Context: an optimization exercise on an open-source flow, tuned for small area and a short achievable clock period. The choices shown serve that exercise and are no tape-out recipe.
No run shown here included a check of the RTL's function; only the layout flow was run.
Power and IR drop assume default switching activity.

[flow/config.mk]
export PLATFORM = sky130hd
export DESIGN_NAME = processor
export DESIGN_NICKNAME = processor
export VERILOG_FILES = /design/flow/design.v
export SDC_FILE = /design/flow/constraint.sdc
export NUM_CORES = 4
export LEC_CHECK = 0
export CAP_MARGIN = 20
export CORE_MARGIN = 2
export CORE_UTILIZATION = 35
export SLEW_MARGIN = 20
[flow/constraint.sdc]
create_clock -name core_clock -period 11.0 [get_ports {clock}]
set_input_delay 2.2000 -clock core_clock [delete_from_list [all_inputs] [get_ports {clock}]]
set_output_delay 2.2000 -clock core_clock [all_outputs]
set_load 0.01 [all_outputs]
[flow/design.v]
module mul16(a, b, p);
input [15:0] a, b;
output [31:0] p;
wire pp0_0 = a[0] & b[0];
wire pp0_1 = a[0] & b[1];
wire pp0_2 = a[0] & b[2];
wire pp0_3 = a[0] & b[3];
wire pp0_4 = a[0] & b[4];
wire pp0_5 = a[0] & b[5];
wire pp0_6 = a[0] & b[6];
wire pp0_7 = a[0] & b[7];
wire pp0_8 = a[0] & b[8];
wire pp0_9 = a[0] & b[9];
wire pp0_10 = a[0] & b[10];
wire pp0_11 = a[0] & b[11];
wire pp0_12 = a[0] & b[12];
wire pp0_13 = a[0] & b[13];
wire pp0_14 = a[0] & b[14];
wire pp0_15 = a[0] & b[15];
wire pp1_0 = a[1] & b[0];
wire pp1_1 = a[1] & b[1];
wire pp1_2 = a[1] & b[2];
wire pp1_3 = a[1] & b[3];
wire pp1_4 = a[1] & b[4];
wire pp1_5 = a[1] & b[5];
wire pp1_6 = a[1] & b[6];
wire pp1_7 = a[1] & b[7];
wire pp1_8 = a[1] & b[8];
wire pp1_9 = a[1] & b[9];
wire pp1_10 = a[1] & b[10];
wire pp1_11 = a[1] & b[11];
wire pp1_12 = a[1] & b[12];
wire pp1_13 = a[1] & b[13];
wire pp1_14 = a[1] & b[14];
wire pp1_15 = a[1] & b[15];
wire pp2_0 = a[2] & b[0];
wire pp2_1 = a[2] & b[1];
wire pp2_2 = a[2] & b[2];
wire pp2_3 = a[2] & b[3];
wire pp2_4 = a[2] & b[4];
wire pp2_5 = a[2] & b[5];
wire pp2_6 = a[2] & b[6];
wire pp2_7 = a[2] & b[7];
wire pp2_8 = a[2] & b[8];
wire pp2_9 = a[2] & b[9];
wire pp2_10 = a[2] & b[10];
wire pp2_11 = a[2] & b[11];
wire pp2_12 = a[2] & b[12];
wire pp2_13 = a[2] & b[13];
wire pp2_14 = a[2] & b[14];
wire pp2_15 = a[2] & b[15];
wire pp3_0 = a[3] & b[0];
wire pp3_1 = a[3] & b[1];
wire pp3_2 = a[3] & b[2];
wire pp3_3 = a[3] & b[3];
wire pp3_4 = a[3] & b[4];
wire pp3_5 = a[3] & b[5];
wire pp3_6 = a[3] & b[6];
wire pp3_7 = a[3] & b[7];
wire pp3_8 = a[3] & b[8];
wire pp3_9 = a[3] & b[9];
wire pp3_10 = a[3] & b[10];
wire pp3_11 = a[3] & b[11];
wire pp3_12 = a[3] & b[12];
wire pp3_13 = a[3] & b[13];
wire pp3_14 = a[3] & b[14];
wire pp3_15 = a[3] & b[15];
wire pp4_0 = a[4] & b[0];
wire pp4_1 = a[4] & b[1];
wire pp4_2 = a[4] & b[2];
wire pp4_3 = a[4] & b[3];
wire pp4_4 = a[4] & b[4];
wire pp4_5 = a[4] & b[5];
wire pp4_6 = a[4] & b[6];
wire pp4_7 = a[4] & b[7];
wire pp4_8 = a[4] & b[8];
wire pp4_9 = a[4] & b[9];
wire pp4_10 = a[4] & b[10];
wire pp4_11 = a[4] & b[11];
wire pp4_12 = a[4] & b[12];
wire pp4_13 = a[4] & b[13];
wire pp4_14 = a[4] & b[14];
wire pp4_15 = a[4] & b[15];
wire pp5_0 = a[5] & b[0];
wire pp5_1 = a[5] & b[1];
wire pp5_2 = a[5] & b[2];
wire pp5_3 = a[5] & b[3];
wire pp5_4 = a[5] & b[4];
wire pp5_5 = a[5] & b[5];
wire pp5_6 = a[5] & b[6];
wire pp5_7 = a[5] & b[7];
wire pp5_8 = a[5] & b[8];
wire pp5_9 = a[5] & b[9];
wire pp5_10 = a[5] & b[10];
wire pp5_11 = a[5] & b[11];
wire pp5_12 = a[5] & b[12];
wire pp5_13 = a[5] & b[13];
wire pp5_14 = a[5] & b[14];
wire pp5_15 = a[5] & b[15];
wire pp6_0 = a[6] & b[0];
wire pp6_1 = a[6] & b[1];
wire pp6_2 = a[6] & b[2];
wire pp6_3 = a[6] & b[3];
wire pp6_4 = a[6] & b[4];
wire pp6_5 = a[6] & b[5];
wire pp6_6 = a[6] & b[6];
wire pp6_7 = a[6] & b[7];
wire pp6_8 = a[6] & b[8];
wire pp6_9 = a[6] & b[9];
wire pp6_10 = a[6] & b[10];
wire pp6_11 = a[6] & b[11];
wire pp6_12 = a[6] & b[12];
wire pp6_13 = a[6] & b[13];
wire pp6_14 = a[6] & b[14];
wire pp6_15 = a[6] & b[15];
wire pp7_0 = a[7] & b[0];
wire pp7_1 = a[7] & b[1];
wire pp7_2 = a[7] & b[2];
wire pp7_3 = a[7] & b[3];
wire pp7_4 = a[7] & b[4];
wire pp7_5 = a[7] & b[5];
wire pp7_6 = a[7] & b[6];
wire pp7_7 = a[7] & b[7];
wire pp7_8 = a[7] & b[8];
wire pp7_9 = a[7] & b[9];
wire pp7_10 = a[7] & b[10];
wire pp7_11 = a[7] & b[11];
wire pp7_12 = a[7] & b[12];
wire pp7_13 = a[7] & b[13];
wire pp7_14 = a[7] & b[14];
wire pp7_15 = a[7] & b[15];
wire pp8_0 = a[8] & b[0];
wire pp8_1 = a[8] & b[1];
wire pp8_2 = a[8] & b[2];
wire pp8_3 = a[8] & b[3];
wire pp8_4 = a[8] & b[4];
wire pp8_5 = a[8] & b[5];
wire pp8_6 = a[8] & b[6];
wire pp8_7 = a[8] & b[7];
wire pp8_8 = a[8] & b[8];
wire pp8_9 = a[8] & b[9];
wire pp8_10 = a[8] & b[10];
wire pp8_11 = a[8] & b[11];
wire pp8_12 = a[8] & b[12];
wire pp8_13 = a[8] & b[13];
wire pp8_14 = a[8] & b[14];
wire pp8_15 = a[8] & b[15];
wire pp9_0 = a[9] & b[0];
wire pp9_1 = a[9] & b[1];
wire pp9_2 = a[9] & b[2];
wire pp9_3 = a[9] & b[3];
wire pp9_4 = a[9] & b[4];
wire pp9_5 = a[9] & b[5];
wire pp9_6 = a[9] & b[6];
wire pp9_7 = a[9] & b[7];
wire pp9_8 = a[9] & b[8];
wire pp9_9 = a[9] & b[9];
wire pp9_10 = a[9] & b[10];
wire pp9_11 = a[9] & b[11];
wire pp9_12 = a[9] & b[12];
wire pp9_13 = a[9] & b[13];
wire pp9_14 = a[9] & b[14];
wire pp9_15 = a[9] & b[15];
wire pp10_0 = a[10] & b[0];
wire pp10_1 = a[10] & b[1];
wire pp10_2 = a[10] & b[2];
wire pp10_3 = a[10] & b[3];
wire pp10_4 = a[10] & b[4];
wire pp10_5 = a[10] & b[5];
wire pp10_6 = a[10] & b[6];
wire pp10_7 = a[10] & b[7];
wire pp10_8 = a[10] & b[8];
wire pp10_9 = a[10] & b[9];
wire pp10_10 = a[10] & b[10];
wire pp10_11 = a[10] & b[11];
wire pp10_12 = a[10] & b[12];
wire pp10_13 = a[10] & b[13];
wire pp10_14 = a[10] & b[14];
wire pp10_15 = a[10] & b[15];
wire pp11_0 = a[11] & b[0];
wire pp11_1 = a[11] & b[1];
wire pp11_2 = a[11] & b[2];
wire pp11_3 = a[11] & b[3];
wire pp11_4 = a[11] & b[4];
wire pp11_5 = a[11] & b[5];
wire pp11_6 = a[11] & b[6];
wire pp11_7 = a[11] & b[7];
wire pp11_8 = a[11] & b[8];
wire pp11_9 = a[11] & b[9];
wire pp11_10 = a[11] & b[10];
wire pp11_11 = a[11] & b[11];
wire pp11_12 = a[11] & b[12];
wire pp11_13 = a[11] & b[13];
wire pp11_14 = a[11] & b[14];
wire pp11_15 = a[11] & b[15];
wire pp12_0 = a[12] & b[0];
wire pp12_1 = a[12] & b[1];
wire pp12_2 = a[12] & b[2];
wire pp12_3 = a[12] & b[3];
wire pp12_4 = a[12] & b[4];
wire pp12_5 = a[12] & b[5];
wire pp12_6 = a[12] & b[6];
wire pp12_7 = a[12] & b[7];
wire pp12_8 = a[12] & b[8];
wire pp12_9 = a[12] & b[9];
wire pp12_10 = a[12] & b[10];
wire pp12_11 = a[12] & b[11];
wire pp12_12 = a[12] & b[12];
wire pp12_13 = a[12] & b[13];
wire pp12_14 = a[12] & b[14];
wire pp12_15 = a[12] & b[15];
wire pp13_0 = a[13] & b[0];
wire pp13_1 = a[13] & b[1];
wire pp13_2 = a[13] & b[2];
wire pp13_3 = a[13] & b[3];
wire pp13_4 = a[13] & b[4];
wire pp13_5 = a[13] & b[5];
wire pp13_6 = a[13] & b[6];
wire pp13_7 = a[13] & b[7];
wire pp13_8 = a[13] & b[8];
wire pp13_9 = a[13] & b[9];
wire pp13_10 = a[13] & b[10];
wire pp13_11 = a[13] & b[11];
wire pp13_12 = a[13] & b[12];
wire pp13_13 = a[13] & b[13];
wire pp13_14 = a[13] & b[14];
wire pp13_15 = a[13] & b[15];
wire pp14_0 = a[14] & b[0];
wire pp14_1 = a[14] & b[1];
wire pp14_2 = a[14] & b[2];
wire pp14_3 = a[14] & b[3];
wire pp14_4 = a[14] & b[4];
wire pp14_5 = a[14] & b[5];
wire pp14_6 = a[14] & b[6];
wire pp14_7 = a[14] & b[7];
wire pp14_8 = a[14] & b[8];
wire pp14_9 = a[14] & b[9];
wire pp14_10 = a[14] & b[10];
wire pp14_11 = a[14] & b[11];
wire pp14_12 = a[14] & b[12];
wire pp14_13 = a[14] & b[13];
wire pp14_14 = a[14] & b[14];
wire pp14_15 = a[14] & b[15];
wire pp15_0 = a[15] & b[0];
wire pp15_1 = a[15] & b[1];
wire pp15_2 = a[15] & b[2];
wire pp15_3 = a[15] & b[3];
wire pp15_4 = a[15] & b[4];
wire pp15_5 = a[15] & b[5];
wire pp15_6 = a[15] & b[6];
wire pp15_7 = a[15] & b[7];
wire pp15_8 = a[15] & b[8];
wire pp15_9 = a[15] & b[9];
wire pp15_10 = a[15] & b[10];
wire pp15_11 = a[15] & b[11];
wire pp15_12 = a[15] & b[12];
wire pp15_13 = a[15] & b[13];
wire pp15_14 = a[15] & b[14];
wire pp15_15 = a[15] & b[15];
wire s0 = pp0_13 ^ pp1_12;
wire c0 = pp0_13 & pp1_12;
wire s1 = pp0_14 ^ pp1_13 ^ pp2_12;
wire c1 = (pp0_14 & pp1_13) | (pp0_14 & pp2_12) | (pp1_13 & pp2_12);
wire s2 = pp3_11 ^ pp4_10;
wire c2 = pp3_11 & pp4_10;
wire s3 = pp0_15 ^ pp1_14 ^ pp2_13;
wire c3 = (pp0_15 & pp1_14) | (pp0_15 & pp2_13) | (pp1_14 & pp2_13);
wire s4 = pp3_12 ^ pp4_11 ^ pp5_10;
wire c4 = (pp3_12 & pp4_11) | (pp3_12 & pp5_10) | (pp4_11 & pp5_10);
wire s5 = pp6_9 ^ pp7_8;
wire c5 = pp6_9 & pp7_8;
wire s6 = pp1_15 ^ pp2_14 ^ pp3_13;
wire c6 = (pp1_15 & pp2_14) | (pp1_15 & pp3_13) | (pp2_14 & pp3_13);
wire s7 = pp4_12 ^ pp5_11 ^ pp6_10;
wire c7 = (pp4_12 & pp5_11) | (pp4_12 & pp6_10) | (pp5_11 & pp6_10);
wire s8 = pp7_9 ^ pp8_8;
wire c8 = pp7_9 & pp8_8;
wire s9 = pp2_15 ^ pp3_14 ^ pp4_13;
wire c9 = (pp2_15 & pp3_14) | (pp2_15 & pp4_13) | (pp3_14 & pp4_13);
wire s10 = pp5_12 ^ pp6_11 ^ pp7_10;
wire c10 = (pp5_12 & pp6_11) | (pp5_12 & pp7_10) | (pp6_11 & pp7_10);
wire s11 = pp3_15 ^ pp4_14 ^ pp5_13;
wire c11 = (pp3_15 & pp4_14) | (pp3_15 & pp5_13) | (pp4_14 & pp5_13);
wire s12 = pp0_9 ^ pp1_8;
wire c12 = pp0_9 & pp1_8;
wire s13 = pp0_10 ^ pp1_9 ^ pp2_8;
wire c13 = (pp0_10 & pp1_9) | (pp0_10 & pp2_8) | (pp1_9 & pp2_8);
wire s14 = pp3_7 ^ pp4_6;
wire c14 = pp3_7 & pp4_6;
wire s15 = pp0_11 ^ pp1_10 ^ pp2_9;
wire c15 = (pp0_11 & pp1_10) | (pp0_11 & pp2_9) | (pp1_10 & pp2_9);
wire s16 = pp3_8 ^ pp4_7 ^ pp5_6;
wire c16 = (pp3_8 & pp4_7) | (pp3_8 & pp5_6) | (pp4_7 & pp5_6);
wire s17 = pp6_5 ^ pp7_4;
wire c17 = pp6_5 & pp7_4;
wire s18 = pp0_12 ^ pp1_11 ^ pp2_10;
wire c18 = (pp0_12 & pp1_11) | (pp0_12 & pp2_10) | (pp1_11 & pp2_10);
wire s19 = pp3_9 ^ pp4_8 ^ pp5_7;
wire c19 = (pp3_9 & pp4_8) | (pp3_9 & pp5_7) | (pp4_8 & pp5_7);
wire s20 = pp6_6 ^ pp7_5 ^ pp8_4;
wire c20 = (pp6_6 & pp7_5) | (pp6_6 & pp8_4) | (pp7_5 & pp8_4);
wire s21 = pp9_3 ^ pp10_2;
wire c21 = pp9_3 & pp10_2;
wire s22 = pp2_11 ^ pp3_10 ^ pp4_9;
wire c22 = (pp2_11 & pp3_10) | (pp2_11 & pp4_9) | (pp3_10 & pp4_9);
wire s23 = pp5_8 ^ pp6_7 ^ pp7_6;
wire c23 = (pp5_8 & pp6_7) | (pp5_8 & pp7_6) | (pp6_7 & pp7_6);
wire s24 = pp8_5 ^ pp9_4 ^ pp10_3;
wire c24 = (pp8_5 & pp9_4) | (pp8_5 & pp10_3) | (pp9_4 & pp10_3);
wire s25 = pp11_2 ^ pp12_1 ^ pp13_0;
wire c25 = (pp11_2 & pp12_1) | (pp11_2 & pp13_0) | (pp12_1 & pp13_0);
wire s26 = pp5_9 ^ pp6_8 ^ pp7_7;
wire c26 = (pp5_9 & pp6_8) | (pp5_9 & pp7_7) | (pp6_8 & pp7_7);
wire s27 = pp8_6 ^ pp9_5 ^ pp10_4;
wire c27 = (pp8_6 & pp9_5) | (pp8_6 & pp10_4) | (pp9_5 & pp10_4);
wire s28 = pp11_3 ^ pp12_2 ^ pp13_1;
wire c28 = (pp11_3 & pp12_2) | (pp11_3 & pp13_1) | (pp12_2 & pp13_1);
wire s29 = pp14_0 ^ s1 ^ s2;
wire c29 = (pp14_0 & s1) | (pp14_0 & s2) | (s1 & s2);
wire s30 = pp8_7 ^ pp9_6 ^ pp10_5;
wire c30 = (pp8_7 & pp9_6) | (pp8_7 & pp10_5) | (pp9_6 & pp10_5);
wire s31 = pp11_4 ^ pp12_3 ^ pp13_2;
wire c31 = (pp11_4 & pp12_3) | (pp11_4 & pp13_2) | (pp12_3 & pp13_2);
wire s32 = pp14_1 ^ pp15_0 ^ s3;
wire c32 = (pp14_1 & pp15_0) | (pp14_1 & s3) | (pp15_0 & s3);
wire s33 = s4 ^ s5 ^ c1;
wire c33 = (s4 & s5) | (s4 & c1) | (s5 & c1);
wire s34 = pp9_7 ^ pp10_6 ^ pp11_5;
wire c34 = (pp9_7 & pp10_6) | (pp9_7 & pp11_5) | (pp10_6 & pp11_5);
wire s35 = pp12_4 ^ pp13_3 ^ pp14_2;
wire c35 = (pp12_4 & pp13_3) | (pp12_4 & pp14_2) | (pp13_3 & pp14_2);
wire s36 = pp15_1 ^ s6 ^ s7;
wire c36 = (pp15_1 & s6) | (pp15_1 & s7) | (s6 & s7);
wire s37 = s8 ^ c3 ^ c4;
wire c37 = (s8 & c3) | (s8 & c4) | (c3 & c4);
wire s38 = pp8_9 ^ pp9_8 ^ pp10_7;
wire c38 = (pp8_9 & pp9_8) | (pp8_9 & pp10_7) | (pp9_8 & pp10_7);
wire s39 = pp11_6 ^ pp12_5 ^ pp13_4;
wire c39 = (pp11_6 & pp12_5) | (pp11_6 & pp13_4) | (pp12_5 & pp13_4);
wire s40 = pp14_3 ^ pp15_2 ^ s9;
wire c40 = (pp14_3 & pp15_2) | (pp14_3 & s9) | (pp15_2 & s9);
wire s41 = s10 ^ c6 ^ c7;
wire c41 = (s10 & c6) | (s10 & c7) | (c6 & c7);
wire s42 = pp6_12 ^ pp7_11 ^ pp8_10;
wire c42 = (pp6_12 & pp7_11) | (pp6_12 & pp8_10) | (pp7_11 & pp8_10);
wire s43 = pp9_9 ^ pp10_8 ^ pp11_7;
wire c43 = (pp9_9 & pp10_8) | (pp9_9 & pp11_7) | (pp10_8 & pp11_7);
wire s44 = pp12_6 ^ pp13_5 ^ pp14_4;
wire c44 = (pp12_6 & pp13_5) | (pp12_6 & pp14_4) | (pp13_5 & pp14_4);
wire s45 = pp15_3 ^ s11 ^ c9;
wire c45 = (pp15_3 & s11) | (pp15_3 & c9) | (s11 & c9);
wire s46 = pp4_15 ^ pp5_14 ^ pp6_13;
wire c46 = (pp4_15 & pp5_14) | (pp4_15 & pp6_13) | (pp5_14 & pp6_13);
wire s47 = pp7_12 ^ pp8_11 ^ pp9_10;
wire c47 = (pp7_12 & pp8_11) | (pp7_12 & pp9_10) | (pp8_11 & pp9_10);
wire s48 = pp10_9 ^ pp11_8 ^ pp12_7;
wire c48 = (pp10_9 & pp11_8) | (pp10_9 & pp12_7) | (pp11_8 & pp12_7);
wire s49 = pp13_6 ^ pp14_5 ^ pp15_4;
wire c49 = (pp13_6 & pp14_5) | (pp13_6 & pp15_4) | (pp14_5 & pp15_4);
wire s50 = pp5_15 ^ pp6_14 ^ pp7_13;
wire c50 = (pp5_15 & pp6_14) | (pp5_15 & pp7_13) | (pp6_14 & pp7_13);
wire s51 = pp8_12 ^ pp9_11 ^ pp10_10;
wire c51 = (pp8_12 & pp9_11) | (pp8_12 & pp10_10) | (pp9_11 & pp10_10);
wire s52 = pp11_9 ^ pp12_8 ^ pp13_7;
wire c52 = (pp11_9 & pp12_8) | (pp11_9 & pp13_7) | (pp12_8 & pp13_7);
wire s53 = pp6_15 ^ pp7_14 ^ pp8_13;
wire c53 = (pp6_15 & pp7_14) | (pp6_15 & pp8_13) | (pp7_14 & pp8_13);
wire s54 = pp9_12 ^ pp10_11 ^ pp11_10;
wire c54 = (pp9_12 & pp10_11) | (pp9_12 & pp11_10) | (pp10_11 & pp11_10);
wire s55 = pp7_15 ^ pp8_14 ^ pp9_13;
wire c55 = (pp7_15 & pp8_14) | (pp7_15 & pp9_13) | (pp8_14 & pp9_13);
wire s56 = pp0_6 ^ pp1_5;
wire c56 = pp0_6 & pp1_5;
wire s57 = pp0_7 ^ pp1_6 ^ pp2_5;
wire c57 = (pp0_7 & pp1_6) | (pp0_7 & pp2_5) | (pp1_6 & pp2_5);
wire s58 = pp3_4 ^ pp4_3;
wire c58 = pp3_4 & pp4_3;
wire s59 = pp0_8 ^ pp1_7 ^ pp2_6;
wire c59 = (pp0_8 & pp1_7) | (pp0_8 & pp2_6) | (pp1_7 & pp2_6);
wire s60 = pp3_5 ^ pp4_4 ^ pp5_3;
wire c60 = (pp3_5 & pp4_4) | (pp3_5 & pp5_3) | (pp4_4 & pp5_3);
wire s61 = pp6_2 ^ pp7_1;
wire c61 = pp6_2 & pp7_1;
wire s62 = pp2_7 ^ pp3_6 ^ pp4_5;
wire c62 = (pp2_7 & pp3_6) | (pp2_7 & pp4_5) | (pp3_6 & pp4_5);
wire s63 = pp5_4 ^ pp6_3 ^ pp7_2;
wire c63 = (pp5_4 & pp6_3) | (pp5_4 & pp7_2) | (pp6_3 & pp7_2);
wire s64 = pp8_1 ^ pp9_0 ^ s12;
wire c64 = (pp8_1 & pp9_0) | (pp8_1 & s12) | (pp9_0 & s12);
wire s65 = pp5_5 ^ pp6_4 ^ pp7_3;
wire c65 = (pp5_5 & pp6_4) | (pp5_5 & pp7_3) | (pp6_4 & pp7_3);
wire s66 = pp8_2 ^ pp9_1 ^ pp10_0;
wire c66 = (pp8_2 & pp9_1) | (pp8_2 & pp10_0) | (pp9_1 & pp10_0);
wire s67 = s13 ^ s14 ^ c12;
wire c67 = (s13 & s14) | (s13 & c12) | (s14 & c12);
wire s68 = pp8_3 ^ pp9_2 ^ pp10_1;
wire c68 = (pp8_3 & pp9_2) | (pp8_3 & pp10_1) | (pp9_2 & pp10_1);
wire s69 = pp11_0 ^ s15 ^ s16;
wire c69 = (pp11_0 & s15) | (pp11_0 & s16) | (s15 & s16);
wire s70 = s17 ^ c13 ^ c14;
wire c70 = (s17 & c13) | (s17 & c14) | (c13 & c14);
wire s71 = pp11_1 ^ pp12_0 ^ s18;
wire c71 = (pp11_1 & pp12_0) | (pp11_1 & s18) | (pp12_0 & s18);
wire s72 = s19 ^ s20 ^ s21;
wire c72 = (s19 & s20) | (s19 & s21) | (s20 & s21);
wire s73 = c15 ^ c16 ^ c17;
wire c73 = (c15 & c16) | (c15 & c17) | (c16 & c17);
wire s74 = s0 ^ s22 ^ s23;
wire c74 = (s0 & s22) | (s0 & s23) | (s22 & s23);
wire s75 = s24 ^ s25 ^ c18;
wire c75 = (s24 & s25) | (s24 & c18) | (s25 & c18);
wire s76 = c19 ^ c20 ^ c21;
wire c76 = (c19 & c20) | (c19 & c21) | (c20 & c21);
wire s77 = c0 ^ s26 ^ s27;
wire c77 = (c0 & s26) | (c0 & s27) | (s26 & s27);
wire s78 = s28 ^ s29 ^ c22;
wire c78 = (s28 & s29) | (s28 & c22) | (s29 & c22);
wire s79 = c23 ^ c24 ^ c25;
wire c79 = (c23 & c24) | (c23 & c25) | (c24 & c25);
wire s80 = c2 ^ s30 ^ s31;
wire c80 = (c2 & s30) | (c2 & s31) | (s30 & s31);
wire s81 = s32 ^ s33 ^ c26;
wire c81 = (s32 & s33) | (s32 & c26) | (s33 & c26);
wire s82 = c27 ^ c28 ^ c29;
wire c82 = (c27 & c28) | (c27 & c29) | (c28 & c29);
wire s83 = c5 ^ s34 ^ s35;
wire c83 = (c5 & s34) | (c5 & s35) | (s34 & s35);
wire s84 = s36 ^ s37 ^ c30;
wire c84 = (s36 & s37) | (s36 & c30) | (s37 & c30);
wire s85 = c31 ^ c32 ^ c33;
wire c85 = (c31 & c32) | (c31 & c33) | (c32 & c33);
wire s86 = c8 ^ s38 ^ s39;
wire c86 = (c8 & s38) | (c8 & s39) | (s38 & s39);
wire s87 = s40 ^ s41 ^ c34;
wire c87 = (s40 & s41) | (s40 & c34) | (s41 & c34);
wire s88 = c35 ^ c36 ^ c37;
wire c88 = (c35 & c36) | (c35 & c37) | (c36 & c37);
wire s89 = c10 ^ s42 ^ s43;
wire c89 = (c10 & s42) | (c10 & s43) | (s42 & s43);
wire s90 = s44 ^ s45 ^ c38;
wire c90 = (s44 & s45) | (s44 & c38) | (s45 & c38);
wire s91 = c39 ^ c40 ^ c41;
wire c91 = (c39 & c40) | (c39 & c41) | (c40 & c41);
wire s92 = c11 ^ s46 ^ s47;
wire c92 = (c11 & s46) | (c11 & s47) | (s46 & s47);
wire s93 = s48 ^ s49 ^ c42;
wire c93 = (s48 & s49) | (s48 & c42) | (s49 & c42);
wire s94 = c43 ^ c44 ^ c45;
wire c94 = (c43 & c44) | (c43 & c45) | (c44 & c45);
wire s95 = pp14_6 ^ pp15_5 ^ s50;
wire c95 = (pp14_6 & pp15_5) | (pp14_6 & s50) | (pp15_5 & s50);
wire s96 = s51 ^ s52 ^ c46;
wire c96 = (s51 & s52) | (s51 & c46) | (s52 & c46);
wire s97 = c47 ^ c48 ^ c49;
wire c97 = (c47 & c48) | (c47 & c49) | (c48 & c49);
wire s98 = pp12_9 ^ pp13_8 ^ pp14_7;
wire c98 = (pp12_9 & pp13_8) | (pp12_9 & pp14_7) | (pp13_8 & pp14_7);
wire s99 = pp15_6 ^ s53 ^ s54;
wire c99 = (pp15_6 & s53) | (pp15_6 & s54) | (s53 & s54);
wire s100 = c50 ^ c51 ^ c52;
wire c100 = (c50 & c51) | (c50 & c52) | (c51 & c52);
wire s101 = pp10_12 ^ pp11_11 ^ pp12_10;
wire c101 = (pp10_12 & pp11_11) | (pp10_12 & pp12_10) | (pp11_11 & pp12_10);
wire s102 = pp13_9 ^ pp14_8 ^ pp15_7;
wire c102 = (pp13_9 & pp14_8) | (pp13_9 & pp15_7) | (pp14_8 & pp15_7);
wire s103 = s55 ^ c53 ^ c54;
wire c103 = (s55 & c53) | (s55 & c54) | (c53 & c54);
wire s104 = pp8_15 ^ pp9_14 ^ pp10_13;
wire c104 = (pp8_15 & pp9_14) | (pp8_15 & pp10_13) | (pp9_14 & pp10_13);
wire s105 = pp11_12 ^ pp12_11 ^ pp13_10;
wire c105 = (pp11_12 & pp12_11) | (pp11_12 & pp13_10) | (pp12_11 & pp13_10);
wire s106 = pp14_9 ^ pp15_8 ^ c55;
wire c106 = (pp14_9 & pp15_8) | (pp14_9 & c55) | (pp15_8 & c55);
wire s107 = pp9_15 ^ pp10_14 ^ pp11_13;
wire c107 = (pp9_15 & pp10_14) | (pp9_15 & pp11_13) | (pp10_14 & pp11_13);
wire s108 = pp12_12 ^ pp13_11 ^ pp14_10;
wire c108 = (pp12_12 & pp13_11) | (pp12_12 & pp14_10) | (pp13_11 & pp14_10);
wire s109 = pp10_15 ^ pp11_14 ^ pp12_13;
wire c109 = (pp10_15 & pp11_14) | (pp10_15 & pp12_13) | (pp11_14 & pp12_13);
wire s110 = pp0_4 ^ pp1_3;
wire c110 = pp0_4 & pp1_3;
wire s111 = pp0_5 ^ pp1_4 ^ pp2_3;
wire c111 = (pp0_5 & pp1_4) | (pp0_5 & pp2_3) | (pp1_4 & pp2_3);
wire s112 = pp3_2 ^ pp4_1;
wire c112 = pp3_2 & pp4_1;
wire s113 = pp2_4 ^ pp3_3 ^ pp4_2;
wire c113 = (pp2_4 & pp3_3) | (pp2_4 & pp4_2) | (pp3_3 & pp4_2);
wire s114 = pp5_1 ^ pp6_0 ^ s56;
wire c114 = (pp5_1 & pp6_0) | (pp5_1 & s56) | (pp6_0 & s56);
wire s115 = pp5_2 ^ pp6_1 ^ pp7_0;
wire c115 = (pp5_2 & pp6_1) | (pp5_2 & pp7_0) | (pp6_1 & pp7_0);
wire s116 = s57 ^ s58 ^ c56;
wire c116 = (s57 & s58) | (s57 & c56) | (s58 & c56);
wire s117 = pp8_0 ^ s59 ^ s60;
wire c117 = (pp8_0 & s59) | (pp8_0 & s60) | (s59 & s60);
wire s118 = s61 ^ c57 ^ c58;
wire c118 = (s61 & c57) | (s61 & c58) | (c57 & c58);
wire s119 = s62 ^ s63 ^ s64;
wire c119 = (s62 & s63) | (s62 & s64) | (s63 & s64);
wire s120 = c59 ^ c60 ^ c61;
wire c120 = (c59 & c60) | (c59 & c61) | (c60 & c61);
wire s121 = s65 ^ s66 ^ s67;
wire c121 = (s65 & s66) | (s65 & s67) | (s66 & s67);
wire s122 = c62 ^ c63 ^ c64;
wire c122 = (c62 & c63) | (c62 & c64) | (c63 & c64);
wire s123 = s68 ^ s69 ^ s70;
wire c123 = (s68 & s69) | (s68 & s70) | (s69 & s70);
wire s124 = c65 ^ c66 ^ c67;
wire c124 = (c65 & c66) | (c65 & c67) | (c66 & c67);
wire s125 = s71 ^ s72 ^ s73;
wire c125 = (s71 & s72) | (s71 & s73) | (s72 & s73);
wire s126 = c68 ^ c69 ^ c70;
wire c126 = (c68 & c69) | (c68 & c70) | (c69 & c70);
wire s127 = s74 ^ s75 ^ s76;
wire c127 = (s74 & s75) | (s74 & s76) | (s75 & s76);
wire s128 = c71 ^ c72 ^ c73;
wire c128 = (c71 & c72) | (c71 & c73) | (c72 & c73);
wire s129 = s77 ^ s78 ^ s79;
wire c129 = (s77 & s78) | (s77 & s79) | (s78 & s79);
wire s130 = c74 ^ c75 ^ c76;
wire c130 = (c74 & c75) | (c74 & c76) | (c75 & c76);
wire s131 = s80 ^ s81 ^ s82;
wire c131 = (s80 & s81) | (s80 & s82) | (s81 & s82);
wire s132 = c77 ^ c78 ^ c79;
wire c132 = (c77 & c78) | (c77 & c79) | (c78 & c79);
wire s133 = s83 ^ s84 ^ s85;
wire c133 = (s83 & s84) | (s83 & s85) | (s84 & s85);
wire s134 = c80 ^ c81 ^ c82;
wire c134 = (c80 & c81) | (c80 & c82) | (c81 & c82);
wire s135 = s86 ^ s87 ^ s88;
wire c135 = (s86 & s87) | (s86 & s88) | (s87 & s88);
wire s136 = c83 ^ c84 ^ c85;
wire c136 = (c83 & c84) | (c83 & c85) | (c84 & c85);
wire s137 = s89 ^ s90 ^ s91;
wire c137 = (s89 & s90) | (s89 & s91) | (s90 & s91);
wire s138 = c86 ^ c87 ^ c88;
wire c138 = (c86 & c87) | (c86 & c88) | (c87 & c88);
wire s139 = s92 ^ s93 ^ s94;
wire c139 = (s92 & s93) | (s92 & s94) | (s93 & s94);
wire s140 = c89 ^ c90 ^ c91;
wire c140 = (c89 & c90) | (c89 & c91) | (c90 & c91);
wire s141 = s95 ^ s96 ^ s97;
wire c141 = (s95 & s96) | (s95 & s97) | (s96 & s97);
wire s142 = c92 ^ c93 ^ c94;
wire c142 = (c92 & c93) | (c92 & c94) | (c93 & c94);
wire s143 = s98 ^ s99 ^ s100;
wire c143 = (s98 & s99) | (s98 & s100) | (s99 & s100);
wire s144 = c95 ^ c96 ^ c97;
wire c144 = (c95 & c96) | (c95 & c97) | (c96 & c97);
wire s145 = s101 ^ s102 ^ s103;
wire c145 = (s101 & s102) | (s101 & s103) | (s102 & s103);
wire s146 = c98 ^ c99 ^ c100;
wire c146 = (c98 & c99) | (c98 & c100) | (c99 & c100);
wire s147 = s104 ^ s105 ^ s106;
wire c147 = (s104 & s105) | (s104 & s106) | (s105 & s106);
wire s148 = c101 ^ c102 ^ c103;
wire c148 = (c101 & c102) | (c101 & c103) | (c102 & c103);
wire s149 = pp15_9 ^ s107 ^ s108;
wire c149 = (pp15_9 & s107) | (pp15_9 & s108) | (s107 & s108);
wire s150 = c104 ^ c105 ^ c106;
wire c150 = (c104 & c105) | (c104 & c106) | (c105 & c106);
wire s151 = pp13_12 ^ pp14_11 ^ pp15_10;
wire c151 = (pp13_12 & pp14_11) | (pp13_12 & pp15_10) | (pp14_11 & pp15_10);
wire s152 = s109 ^ c107 ^ c108;
wire c152 = (s109 & c107) | (s109 & c108) | (c107 & c108);
wire s153 = pp11_15 ^ pp12_14 ^ pp13_13;
wire c153 = (pp11_15 & pp12_14) | (pp11_15 & pp13_13) | (pp12_14 & pp13_13);
wire s154 = pp14_12 ^ pp15_11 ^ c109;
wire c154 = (pp14_12 & pp15_11) | (pp14_12 & c109) | (pp15_11 & c109);
wire s155 = pp12_15 ^ pp13_14 ^ pp14_13;
wire c155 = (pp12_15 & pp13_14) | (pp12_15 & pp14_13) | (pp13_14 & pp14_13);
wire s156 = pp0_3 ^ pp1_2;
wire c156 = pp0_3 & pp1_2;
wire s157 = pp2_2 ^ pp3_1 ^ pp4_0;
wire c157 = (pp2_2 & pp3_1) | (pp2_2 & pp4_0) | (pp3_1 & pp4_0);
wire s158 = pp5_0 ^ s111 ^ s112;
wire c158 = (pp5_0 & s111) | (pp5_0 & s112) | (s111 & s112);
wire s159 = s113 ^ s114 ^ c111;
wire c159 = (s113 & s114) | (s113 & c111) | (s114 & c111);
wire s160 = s115 ^ s116 ^ c113;
wire c160 = (s115 & s116) | (s115 & c113) | (s116 & c113);
wire s161 = s117 ^ s118 ^ c115;
wire c161 = (s117 & s118) | (s117 & c115) | (s118 & c115);
wire s162 = s119 ^ s120 ^ c117;
wire c162 = (s119 & s120) | (s119 & c117) | (s120 & c117);
wire s163 = s121 ^ s122 ^ c119;
wire c163 = (s121 & s122) | (s121 & c119) | (s122 & c119);
wire s164 = s123 ^ s124 ^ c121;
wire c164 = (s123 & s124) | (s123 & c121) | (s124 & c121);
wire s165 = s125 ^ s126 ^ c123;
wire c165 = (s125 & s126) | (s125 & c123) | (s126 & c123);
wire s166 = s127 ^ s128 ^ c125;
wire c166 = (s127 & s128) | (s127 & c125) | (s128 & c125);
wire s167 = s129 ^ s130 ^ c127;
wire c167 = (s129 & s130) | (s129 & c127) | (s130 & c127);
wire s168 = s131 ^ s132 ^ c129;
wire c168 = (s131 & s132) | (s131 & c129) | (s132 & c129);
wire s169 = s133 ^ s134 ^ c131;
wire c169 = (s133 & s134) | (s133 & c131) | (s134 & c131);
wire s170 = s135 ^ s136 ^ c133;
wire c170 = (s135 & s136) | (s135 & c133) | (s136 & c133);
wire s171 = s137 ^ s138 ^ c135;
wire c171 = (s137 & s138) | (s137 & c135) | (s138 & c135);
wire s172 = s139 ^ s140 ^ c137;
wire c172 = (s139 & s140) | (s139 & c137) | (s140 & c137);
wire s173 = s141 ^ s142 ^ c139;
wire c173 = (s141 & s142) | (s141 & c139) | (s142 & c139);
wire s174 = s143 ^ s144 ^ c141;
wire c174 = (s143 & s144) | (s143 & c141) | (s144 & c141);
wire s175 = s145 ^ s146 ^ c143;
wire c175 = (s145 & s146) | (s145 & c143) | (s146 & c143);
wire s176 = s147 ^ s148 ^ c145;
wire c176 = (s147 & s148) | (s147 & c145) | (s148 & c145);
wire s177 = s149 ^ s150 ^ c147;
wire c177 = (s149 & s150) | (s149 & c147) | (s150 & c147);
wire s178 = s151 ^ s152 ^ c149;
wire c178 = (s151 & s152) | (s151 & c149) | (s152 & c149);
wire s179 = s153 ^ s154 ^ c151;
wire c179 = (s153 & s154) | (s153 & c151) | (s154 & c151);
wire s180 = pp15_12 ^ s155 ^ c153;
wire c180 = (pp15_12 & s155) | (pp15_12 & c153) | (s155 & c153);
wire s181 = pp13_15 ^ pp14_14 ^ pp15_13;
wire c181 = (pp13_15 & pp14_14) | (pp13_15 & pp15_13) | (pp14_14 & pp15_13);
wire s182 = pp0_2 ^ pp1_1;
wire c182 = pp0_2 & pp1_1;
wire s183 = pp2_1 ^ pp3_0 ^ s156;
wire c183 = (pp2_1 & pp3_0) | (pp2_1 & s156) | (pp3_0 & s156);
wire s184 = s110 ^ s157 ^ c156;
wire c184 = (s110 & s157) | (s110 & c156) | (s157 & c156);
wire s185 = c110 ^ s158 ^ c157;
wire c185 = (c110 & s158) | (c110 & c157) | (s158 & c157);
wire s186 = c112 ^ s159 ^ c158;
wire c186 = (c112 & s159) | (c112 & c158) | (s159 & c158);
wire s187 = c114 ^ s160 ^ c159;
wire c187 = (c114 & s160) | (c114 & c159) | (s160 & c159);
wire s188 = c116 ^ s161 ^ c160;
wire c188 = (c116 & s161) | (c116 & c160) | (s161 & c160);
wire s189 = c118 ^ s162 ^ c161;
wire c189 = (c118 & s162) | (c118 & c161) | (s162 & c161);
wire s190 = c120 ^ s163 ^ c162;
wire c190 = (c120 & s163) | (c120 & c162) | (s163 & c162);
wire s191 = c122 ^ s164 ^ c163;
wire c191 = (c122 & s164) | (c122 & c163) | (s164 & c163);
wire s192 = c124 ^ s165 ^ c164;
wire c192 = (c124 & s165) | (c124 & c164) | (s165 & c164);
wire s193 = c126 ^ s166 ^ c165;
wire c193 = (c126 & s166) | (c126 & c165) | (s166 & c165);
wire s194 = c128 ^ s167 ^ c166;
wire c194 = (c128 & s167) | (c128 & c166) | (s167 & c166);
wire s195 = c130 ^ s168 ^ c167;
wire c195 = (c130 & s168) | (c130 & c167) | (s168 & c167);
wire s196 = c132 ^ s169 ^ c168;
wire c196 = (c132 & s169) | (c132 & c168) | (s169 & c168);
wire s197 = c134 ^ s170 ^ c169;
wire c197 = (c134 & s170) | (c134 & c169) | (s170 & c169);
wire s198 = c136 ^ s171 ^ c170;
wire c198 = (c136 & s171) | (c136 & c170) | (s171 & c170);
wire s199 = c138 ^ s172 ^ c171;
wire c199 = (c138 & s172) | (c138 & c171) | (s172 & c171);
wire s200 = c140 ^ s173 ^ c172;
wire c200 = (c140 & s173) | (c140 & c172) | (s173 & c172);
wire s201 = c142 ^ s174 ^ c173;
wire c201 = (c142 & s174) | (c142 & c173) | (s174 & c173);
wire s202 = c144 ^ s175 ^ c174;
wire c202 = (c144 & s175) | (c144 & c174) | (s175 & c174);
wire s203 = c146 ^ s176 ^ c175;
wire c203 = (c146 & s176) | (c146 & c175) | (s176 & c175);
wire s204 = c148 ^ s177 ^ c176;
wire c204 = (c148 & s177) | (c148 & c176) | (s177 & c176);
wire s205 = c150 ^ s178 ^ c177;
wire c205 = (c150 & s178) | (c150 & c177) | (s178 & c177);
wire s206 = c152 ^ s179 ^ c178;
wire c206 = (c152 & s179) | (c152 & c178) | (s179 & c178);
wire s207 = c154 ^ s180 ^ c179;
wire c207 = (c154 & s180) | (c154 & c179) | (s180 & c179);
wire s208 = c155 ^ s181 ^ c180;
wire c208 = (c155 & s181) | (c155 & c180) | (s181 & c180);
wire s209 = pp14_15 ^ pp15_14 ^ c181;
wire c209 = (pp14_15 & pp15_14) | (pp14_15 & c181) | (pp15_14 & c181);
wire [31:0] x = {1'b0, pp15_15, s209, s208, s207, s206, s205, s204, s203, s202, s201, s200, s199, s198, s197, s196, s195, s194, s193, s192, s191, s190, s189, s188, s187, s186, s185, s184, s183, pp2_0, pp0_1, pp0_0};
wire [31:0] y = {1'b0, c209, c208, c207, c206, c205, c204, c203, c202, c201, c200, c199, c198, c197, c196, c195, c194, c193, c192, c191, c190, c189, c188, c187, c186, c185, c184, c183, c182, s182, pp1_0, 1'b0};
assign p = x + y;
endmodule
module processor(clock,reset,imem_addr,imem_data,wb_en,wb_addr,wb_data,flags);
input clock,reset;
output [7:0] imem_addr;
input [15:0] imem_data;
output wb_en;
output [2:0] wb_addr;
output [15:0] wb_data;
output [3:0] flags;
reg [7:0] pc;
reg [15:0] ir;
reg [3:0] fl;             
reg [15:0] rf [0:7];
reg [7:0] rv;
reg [15:0] dm [0:9];
reg [9:0] dv;
reg [14:0] hi;
reg [15:0] lo;
reg hlv;
reg [15:0] opa, opb;      
wire [3:0] op = ir[3:0];
wire [2:0] rd = ir[6:4];
wire [2:0] f  = ir[15:13];
wire [5:0] c6 = ir[15:10];
wire [15:0] sx = {1'b0, {9{c6[5]}}, c6};
wire fZ = fl[3], fN = fl[2], fC = fl[1], fV = fl[0];
wire [15:0] A  = opa;
wire [15:0] Bt = opb;
wire [15:0] B = (op == 4'd5) ? sx : Bt;
wire [16:0] sum = {1'b0, A} + {1'b0, B};
wire [16:0] shl = {1'b0, A} << f;
wire [15:0] shr = A >> f;
wire addok = (op == 4'd0) & ((f == 3'd0) | ((f == 3'd1) & fN) | ((f == 3'd2) & fZ));
reg [16:0] res;
always @* begin
  case (op)
    4'd1: res = shl;
    4'd2: res = {1'b0, shr};
    4'd3: res = {1'b0, A | Bt};
    4'd4: res = {1'b0, A & Bt};
    default: res = sum;
  endcase
end
wire [9:0] hit;
genvar k;
generate
  for (k = 0; k < 10; k = k + 1) begin : g_hit
    wire [15:0] kk = k;
    wire [15:0] t = A ^ sx ^ kk;
    wire [15:1] g = (A[14:0] & sx[14:0]) | (A[14:0] & t[14:0]) | (sx[14:0] & t[14:0]);
    assign hit[k] = ~t[0] & ~|(t[15:1] ^ g);
  end
endgenerate
reg [15:0] mdata;
integer j;
always @* begin
  mdata = 16'd0;
  for (j = 0; j < 10; j = j + 1)
    if (hit[j]) mdata = mdata | (dv[j] ? dm[j] : (16'h4000 | j));
end
wire [31:0] P;
mul16 u_mul(.a(A), .b(Bt), .p(P));
reg [15:0] wd;
always @* begin
  case (op)
    4'd6:  wd = sx;
    4'd7:  wd = mdata;
    4'd11: wd = hlv ? lo : 16'd0;
    4'd12: wd = hlv ? {1'b0, hi} : 16'd0;
    default: wd = res[15:0];
  endcase
end
wire we = addok | (op == 4'd1) | (op == 4'd2) | (op == 4'd3) | (op == 4'd4) |
          (op == 4'd5) | (op == 4'd6) | (op == 4'd7) | (op == 4'd11) | (op == 4'd12);
wire setfl = addok | (op == 4'd1) | (op == 4'd2) | (op == 4'd3) | (op == 4'd4) | (op == 4'd5);
wire st = (op == 4'd8);
always @(posedge clock) begin
  if (we) rf[rd] <= wd;
  for (j = 0; j < 10; j = j + 1)
    if (st & hit[j]) dm[j] <= Bt;
  if (op == 4'd10) begin
    hi <= P[31:17];
    lo <= P[15:0];
  end
end
always @(posedge clock, posedge reset) begin
  if (reset) begin
    rv <= 8'd0;
    dv <= 10'd0;
    hlv <= 1'b0;
  end else begin
    if (we) rv[rd] <= 1'b1;
    for (j = 0; j < 10; j = j + 1)
      if (st & hit[j]) dv[j] <= 1'b1;
    if (op == 4'd10) hlv <= 1'b1;
  end
end
always @(posedge clock, posedge reset) begin
  if (reset)
    fl <= 4'd0;
  else if (setfl)
    fl <= {res == 17'd0, res[16:15] == 2'b01, (op == 4'd0) & res[16], res[16]};
  else if (op == 4'd10)
    fl <= {(A == 16'd0) | (Bt == 16'd0), (P[31:16] == 16'd0) & P[15], 2'b00};
end
wire [3:0] nop = imem_data[3:0];
wire [2:0] nrs = imem_data[9:7];
wire [2:0] nrt = (nop == 4'd8) ? imem_data[6:4] : imem_data[12:10];
wire [15:0] rA = rv[nrs] ? rf[nrs] : 16'd0;
wire [15:0] rB = rv[nrt] ? rf[nrt] : 16'd0;
wire brc = (op == 4'd9) & (((f == 3'd1) & fN) | ((f == 3'd2) & fZ) | ((f == 3'd3) & fV) | ((f == 3'd4) & fC));
wire jmp = (op == 4'd9) & (f == 3'd0);
always @(posedge clock, posedge reset) begin
  if (reset) begin
    pc <= 8'd0;
    ir <= 16'd0;
    opa <= 16'd0;
    opb <= 16'd0;
  end else begin
    ir <= imem_data;
    opa <= (we & (rd == nrs)) ? wd : rA;
    opb <= (we & (rd == nrt)) ? wd : rB;
    if (jmp) pc <= pc + ir[11:4];
    else if (brc) pc <= ir[11:4];
    else pc <= pc + 8'd1;
  end
end
assign imem_addr = pc;
assign wb_en = we;
assign wb_addr = rd;
assign wb_data = wd;
assign flags = fl;
endmodule
[flow/run.sh]
#!/bin/bash
# synth_recipe.tcl (not shown) runs the flow's synth.tcl, then flattens the netlist and writes it again
# the make line also repeats each setting of config.mk as NAME=value (left out here)
make -C /OpenROAD-flow-scripts/flow DESIGN_CONFIG=/design/flow/config.mk WORK_HOME=/design/flow/orfs CLKGATE_MAP_FILE= SYNTH_SCRIPT=/design/flow/synth_recipe.tcl finish
==> results of run 1 <==
==> registers in the layout, indices dropped and copies added, names as in the netlist <==
register,cells
dm,160
rf,128
ir,16
lo,16
opa,16
opb,16
hi,15
dv,10
pc,8
rv,8
fl,4
hlv,1
==> cell families (layout without fill, tap and decap cells) <==
kind of cell,Yosys count,count (layout),synth area share (%)
other,0,2,0
XOR/XNOR,72,72,2.22
buffers and inverters,422,446,6.05
flip-flops,398,398,40.8
multiplexers,91,91,5.62
adder cells (fa/ha/maj),289,289,18.0
AO/OA/AOI/OAI,463,463,11.7
AND/OR/NAND/NOR,857,857,15.7
==> Yosys cell counts (all sizes together) (6+ instances only) <==
cell type | count | area [µm²]
nand2 | 346 | 1300
edfxtp | 319 | 9580
inv | 255 | 957
fa | 198 | 3960
and2 | 175 | 1100
clkbuf | 115 | 432
ha | 91 | 1140
o21ai | 81 | 409
dfrtp | 79 | 1980
a21oi | 76 | 388
nor2 | 69 | 259
nand3 | 64 | 320
mux4 | 54 | 1220
buf | 51 | 310
xnor2 | 46 | 403
a22oi | 44 | 335
and3 | 42 | 263
a21o | 39 | 293
nor3 | 39 | 205
mux2i | 31 | 310
xor2 | 26 | 228
nor4 | 25 | 274
a222oi | 24 | 240
a31oi | 24 | 150
nand4 | 19 | 125
a311oi | 18 | 158
a211oi | 16 | 120
nand2b | 15 | 93.8
o22ai | 15 | 100
or2 | 14 | 87.6
a221oi | 13 | 120
nor2b | 13 | 81.3
o21bai | 12 | 90.1
or3 | 11 | 68.8
a221o | 10 | 100
o211ai | 10 | 75.1
o2bb2ai | 9 | 78.8
a2111oi | 8 | 70.1
a31o | 8 | 70.1
a211o | 6 | 52.6
a22o | 6 | 52.6
mux2 | 6 | 67.6
nor4b | 6 | 104
==> final timing paths <==
kind / slack, ns / end / startpoint / cells after the start
hold / removal: 0.48 / hlv / hlv / 1
setup / recovery: 2.56 / wb_data[14] / ir[2] / 16
min in group asynchronous: 1.88 / dv[3] / reset / 2
setup reg to reg: 3.87 / fl[2] / opa[2] / 21
max in group asynchronous: 8.02 / ir[14] / reset / 3
hold reg to reg: 0.48 / hlv / hlv / 1
==> metal layers <==
metal	global-route usage, %	wire length [µm]
met5	0	27
met2	35.9	43100
met1	29.4	37100
met4	7.73	3290
met3	4.37	8210
==> per-stage QoR <==
stage | power (mW) | cells | util, % | area, µm² | worst slack [ns]
after floorplan | 4.88 | 2592 | - | 28400 | 4.60
after global placement | 6.18 | 3594 | 37.3 | 30000 | 3.45
after detailed placement | 6.21 | 3595 | 37.3 | 30000 | 3.34
after CTS | 7.73 | 3676 | 39.1 | 31400 | 2.70
after global routing | 8.29 | 3676 | 39.1 | 31400 | 2.27
final | 7.76 | 3678 | 39.1 | 31400 | 2.56
==> worst register-to-register path, stage by stage (launching register included) <==
cell       delay [ns]
dfrtp_1          0.32
buf_4            0.40
nand2_1          0.21
fa_1             0.59
fa_1             0.48
fa_1             0.53
inv_1            0.05
fa_1             0.49
fa_1             0.50
inv_1            0.06
fa_1             0.51
inv_1            0.05
ha_1             0.41
a211oi_1         0.15
a22oi_1          0.39
nand4_1          0.19
a21oi_1          0.52
o21a_1           0.24
o311ai_1         0.17
a2111oi_0        0.49
nand4_1          0.15
o21ai_1          0.14
==> area by class of cell <==
type | instances | area (µm²) | area share, %
multi-input cells | 1772 | 15200 | 48.3
flip-flops and latches | 398 | 11600 | 36.8
well taps | 1060 | 1330 | 4.22
clock buffers | 59 | 1180 | 3.75
inverters | 256 | 977 | 3.11
repair buffers | 109 | 935 | 2.98
clock inverters | 22 | 267 | 0.848
diodes | 2 | 5.00 | 0.0159
==> power breakdown <==
part	total (mW)	switching (mW)	internal [mW]
logic	4.28	2.71	1.57
clock network	1.48	0.626	0.856
registers	1.99	0.102	1.89
==> impl_metrics.yaml, run 1 <==
cts:
  cts_buffers: 44
  cts_resized: 0
  h-tree-depth: 2
  root_buffer: "clkbuf_16"
  postCtsSetupRepairBufs: 0
  cts.sinks: 398
  clk_pin_slew_worst_paths_ns: 0.06
  postCtsHoldBufs: 0
  clock_path_buffers: 3
  worst_skew_pair.late_latency_ns: 0.61
  cts_tree: "done"
floorplanning:
  die_y_um: 289
  pin_count: 50
  die-width_um: 289
  core_area_mm2: 0.0804
  placementRows: 104
  die_area_mm2: 0.0833
  initial_core_util_pct: 35.3
layout:
  fill_cells: 7747
  final_cell_mix: "nand2_1, edfxtp_1, inv_1, fa_1, and2_1"
  area_growth_pct: 10.8
  final_common_cell: "nand2_1"
  layout-drive-gt1-share_pct: 9.56
  fin_nets: 2888
setup_path:
  cp_max_fo: 21
  critPathLaunchType: "register"
  path_common_cell: "nand2_1"
  cpMaxStageDelayCell: "dfrtp_1"
  crit_chain: "nor2b_1, nand2_1, nand2_1, o21ai_0, ha_1, fa_1, a211oi_1, o21ai_0, nand2_1, a21oi_1, a31o_2, xor2_1, a211o_1, o221ai_1, inv_1, clkdlybuf4s50_1"
  required_ns: 8.80
  cp-end-kind: "output pin"
  worstSetupPathType: "register to output pin"
  max_stage_delay_ns: 0.70
  crit_arrival_ns: 6.24
  cp_num_buf_inv: 2
  critPathTopFamily: "compound AO/OA/AOI/OAI gates"
sta:
  slew_headroom_pct: 20.1
  worstMarginPinSlew_ns: 1.19
  min_period_over_period_pct: 76.8
  holdWs_ns: 0.485
  maxClockFrequency_ghz: 0.118
  tns_ns: 0
  slew_viol_final: 0
  fin_skew_ns: 0.0418
  hold_viol: 0
  grt_setup_unrepaired: "no"
  min_period_ns: 8.44
  setup_viol: 0
logic_synthesis:
  synth_area_mm2: 0.0284
  yosysWarnings: 2
  avgSynthCellArea_um2: 10.9
  ys_dominant_reg_cell: "edfxtp_1"
  synth_seq_cells: 398
  synth_cell_types: 93
  netlist_instances: 2592
  ys_seq_area_share_pct: 40.8
  syn_nets: 2899
  synth_edf_count: 319
  async_reset_ff_share_pct: 19.8
power:
  leakagePower_nw: 12.3
  p_per_area_mw_per_mm2: 247
  vdd_ir_drop_max_mv: 0.239
route:
  dr.pass1.iters: 8
  initialDrtViolationCount: 2340
  viasPerCell: 5.79
  drc: 0
  finalWirelength_mm: 91.7
  vias: 21287
  ant_nets: 0
  wl_per_cell_um: 24.9
worst_hold_path:
  hold_path.class: "register to register"
grt:
  grt_usage_pct: 22.1
  grt_max_degree: 70
  grt_pass1_vias: 21503
  grt-ovfl-total: 0
  grt_pass1_wl_mm: 137
  antenna_found_initial: 4
place:
  port-buffer-count: 49
  dp_hpwl_mm: 61.0
  gp_congestion: 0.967
run_status:
  status: "no timing/DRC/antenna violations"
job:
  maxCapViolations: 0
==> inputs of run 2 (changes only) <==
--- a/flow/config.mk
+++ b/flow/config.mk
@@ -7,2 +7,3 @@
 export LEC_CHECK = 0
+export ABC_CLOCK_PERIOD_IN_PS = 5000
 export CAP_MARGIN = 20
@@ -10,2 +11,3 @@
 export CORE_UTILIZATION = 35
+export SETUP_SLACK_MARGIN = 5
 export SLEW_MARGIN = 20
==> impl_metrics.yaml, run 2 <==
sta:
  min_period_over_period_pct: 57.5
  grt_setup_unrepaired: "yes"
  holdWs_ns: 0.505
  tns_ns: 0
  hold_viol: 0
  slew_headroom_pct: 24.5
  fin_ws_ns: 4.67
  fin_skew_ns: 0.0256
  min_period_ns: 6.33
  worstMarginPinSlew_ns: 1.13
  setup_viol: 0
  slew_viol_final: 0
  maxClockFrequency_ghz: 0.158
setup_path:
  cp-end-kind: "output pin"
  worstSetupPathType: "register to output pin"
  ff2ff_setup_slack_ns: 4.92
  reg2reg_from: "opa[5]"
  critPathLaunch: "ir[1]"
  required_ns: 8.80
  ff2ff_path_depth: 20
  critPathLaunchType: "register"
  cp_max_fo: 10
  max_stage_delay_ns: 0.44
  r2r_end: "fl[2]"
  crit_chain: "nor2b_4, buf_12, nand2_4, nand2_1, o21ai_0, ha_1, o21ai_0, o21ai_1, nand2_1, a21oi_1, a31o_2, xor2_1, a211o_1, o221ai_4, inv_4, buf_6"
  cpMaxStageDelayCell: "dfrtp_2"
  crit_arrival_ns: 4.13
worst_hold_path:
  hold_end: "hlv"
  hold_path.class: "register to register"
  hp-start: "hlv"
  hold-path-cell-count: 1
layout:
  regMostFlops: "dm"
  fill_cells: 7463
  area_growth_pct: 21.1
  stdcell_area_mm2: 0.0343
  largestRegisters: "dm (160), rf (128)"
  final_cells: 3849
  layout-drive-gt1-share_pct: 21.4
  final_util_pct: 42.7
  largest_reg_flops: 160
  fin_nets: 3061
  final_common_cell: "nand2_1"
  final_cell_mix: "nand2_1, edfxtp_1, inv_1, fa_1, buf_4"
route:
  viasPerCell: 5.80
  vias: 22327
  dr.pass1.iters: 8
  ant_nets: 0
  finalWirelength_mm: 99.4
  wl_met2_mm: 45.1
  met3_length_mm: 9.62
  initialDrtViolationCount: 2516
  wl_met1_mm: 39.4
  top_layer: "met5"
  wl_per_cell_um: 25.8
  drc: 0
floorplanning:
  die-width_um: 289
  placementRows: 104
  core_area_mm2: 0.0804
  pin_count: 50
  initial_core_util_pct: 35.3
  die_y_um: 289
  die_area_mm2: 0.0833
cts:
  clk_pin_slew_worst_paths_ns: 0.07
  worst_skew_pair.late_latency_ns: 0.60
  postCtsHoldBufs: 0
  root_buffer: "clkbuf_16"
  cts_buffers: 43
  clock_path_buffers: 3
  h-tree-depth: 2
  cts_tree: "done"
  cts.sinks: 398
logic_synthesis:
  yosys.area.top_type: "edfxtp_1"
  syn_nets: 2899
  synth_cell_types: 93
  netlist_instances: 2592
  ys_top_cells_by_area: "edfxtp_1, fa_1, dfrtp_1"
  synth_most_common_cell: "nand2_1"
  async_reset_ff_share_pct: 19.8
  avgSynthCellArea_um2: 10.9
  yosysWarnings: 2
  synth_top_area_share_pct: 33.8
  ys_seq_area_share_pct: 40.8
  synth_seq_cells: 398
  synth_edf_count: 319
  synth_common_cells: "nand2_1, edfxtp_1, inv_1"
  synth_area_mm2: 0.0284
  ys_dominant_reg_cell: "edfxtp_1"
job:
  maxCapViolations: 0
place:
  postPlaceCellArea_mm2: 0.0300
  dp_slack_ns: 3.31
  dp_hpwl_mm: 60.9
  gp_congestion: 0.991
  port-buffer-count: 49
  dp_cells: 3586
power:
  vdd_ir_drop_max_mv: 0.507
  leakagePower_nw: 13.6
  power_mw: 8.77
  p_per_area_mw_per_mm2: 255
grt:
  grt_pass1_vias: 22661
  antenna_found_initial: 4
  grt-ovfl-total: 0
  grt_max_degree: 70
  grt_usage_pct: 23.5
  grt_pass1_wl_mm: 146
run_status:
  status: "no timing/DRC/antenna violations"
==> run 2: cell counts after synthesis <==
No cell type changed its count.
==> run 2: worst max path at each step <==
stage / to / depth (start not counted) / slack [ns]
2_1_floorplan: fl[2] / 22 / 5.00
3_3_place_gp: wb_data[14] / 16 / 3.34
3_5_place_dp: wb_data[14] / 16 / 3.31
4_1_cts: wb_data[14] / 15 / 4.69
5_1_grt: wb_data[14] / 15 / 4.62
6_report: wb_data[14] / 16 / 4.67
==> run 2: worst max-delay path, delay by kind of cell, from the launching register on <==
family / cells / cell delay (ns)
AOI/OAI and AO/OA: 7 / 1.74
xor gates and xnor gates: 1 / 0.06
adders and majority gates: 1 / 0.39
buffers and inverters: 3 / 0.37
DFF: 1 / 0.44
and+or+nand+nor: 4 / 0.51
==> run 2: what timing repair did <==
action | CTS | global route
buffers inserted | 150 | 21
pin swaps | 81 | 42
endpoints found under the setup margin | 30 | 22
resized for setup | 293 | 81
cloned | 10 | 2
==> run 2: kinds of logic (layout without fill, tap and decap cells) <==
family / after synthesis / in the layout / synth area share, %
buffers and inverters: 422 / 617 / 6.05
XOR/XNOR: 72 / 72 / 2.22
AND/OR/NAND/NOR: 857 / 858 / 15.7
multiplexers: 91 / 91 / 5.62
flip-flops: 398 / 398 / 40.8
other: 0 / 1 / 0
AO/OA/AOI/OAI: 463 / 463 / 11.7
adder cells (fa/ha/maj): 289 / 289 / 18.0
==> run 2: area by class of cell <==
class | instances | area, µm² | area share [%]
clock buffer | 59 | 1200 | 3.49
tap | 1060 | 1330 | 3.86
antenna | 1 | 2.50 | 0.00729
timing repair inverter | 1 | 7.51 | 0.0219
clock inverter | 20 | 214 | 0.623
sequential | 398 | 11600 | 33.8
multi-input combinational | 1773 | 16100 | 46.9
timing repair buffer | 281 | 2860 | 8.32
inverter | 256 | 1000 | 2.91
==> run 2: power by group <==
part / total [mW] / internal, mW / switching, mW / leakage [nW]
clock network: 1.45 / 0.822 / 0.629 / 0.687
logic: 5.31 / 2.16 / 3.15 / 9.08
registers: 2.01 / 1.90 / 0.113 / 3.85
==> run 2: metal layers <==
metal	GRT usage (%)	up-vias
met5	0	-
li1	-	9500
met1	31.5	11294
met3	4.52	261
met4	10.5	4
met2	37.1	1268

==> what the ideal ports hide <==
How much do the figures lean on ideal ports? The routed layouts below were timed once more, with nothing changed but the port constraints. Step 1 sets driving cells, clkbuf_16 on the clock port and buf_2 on the other inputs (assumed; they add their load-dependent delay and slew). Step 2 adds t to the input delays and takes it off the output delays; t is the mean of the earliest and latest rising clock arrival at the registers after step 1. Input paths then give back, and output paths get back, about the clock's delay inside the block. Three values: ideal, step 1, step 2; two values: the first two.
run	shift t [ns]	setup slack, ns	latest minus earliest clock arrival (ns)	slew at the worst register clock pin (ns)
run 1	0.652	2.555 / 2.495 / 3.147	0.042 / 0.042	0.06 / 0.06
run 2	0.648	4.671 / 4.613 / 4.532	0.026 / 0.026	0.07 / 0.07
After both steps setup and hold are still met in every run listed. The setup slack of run 2, which loses most, moves by -0.058 ns with the drivers and by -0.139 ns with both steps.
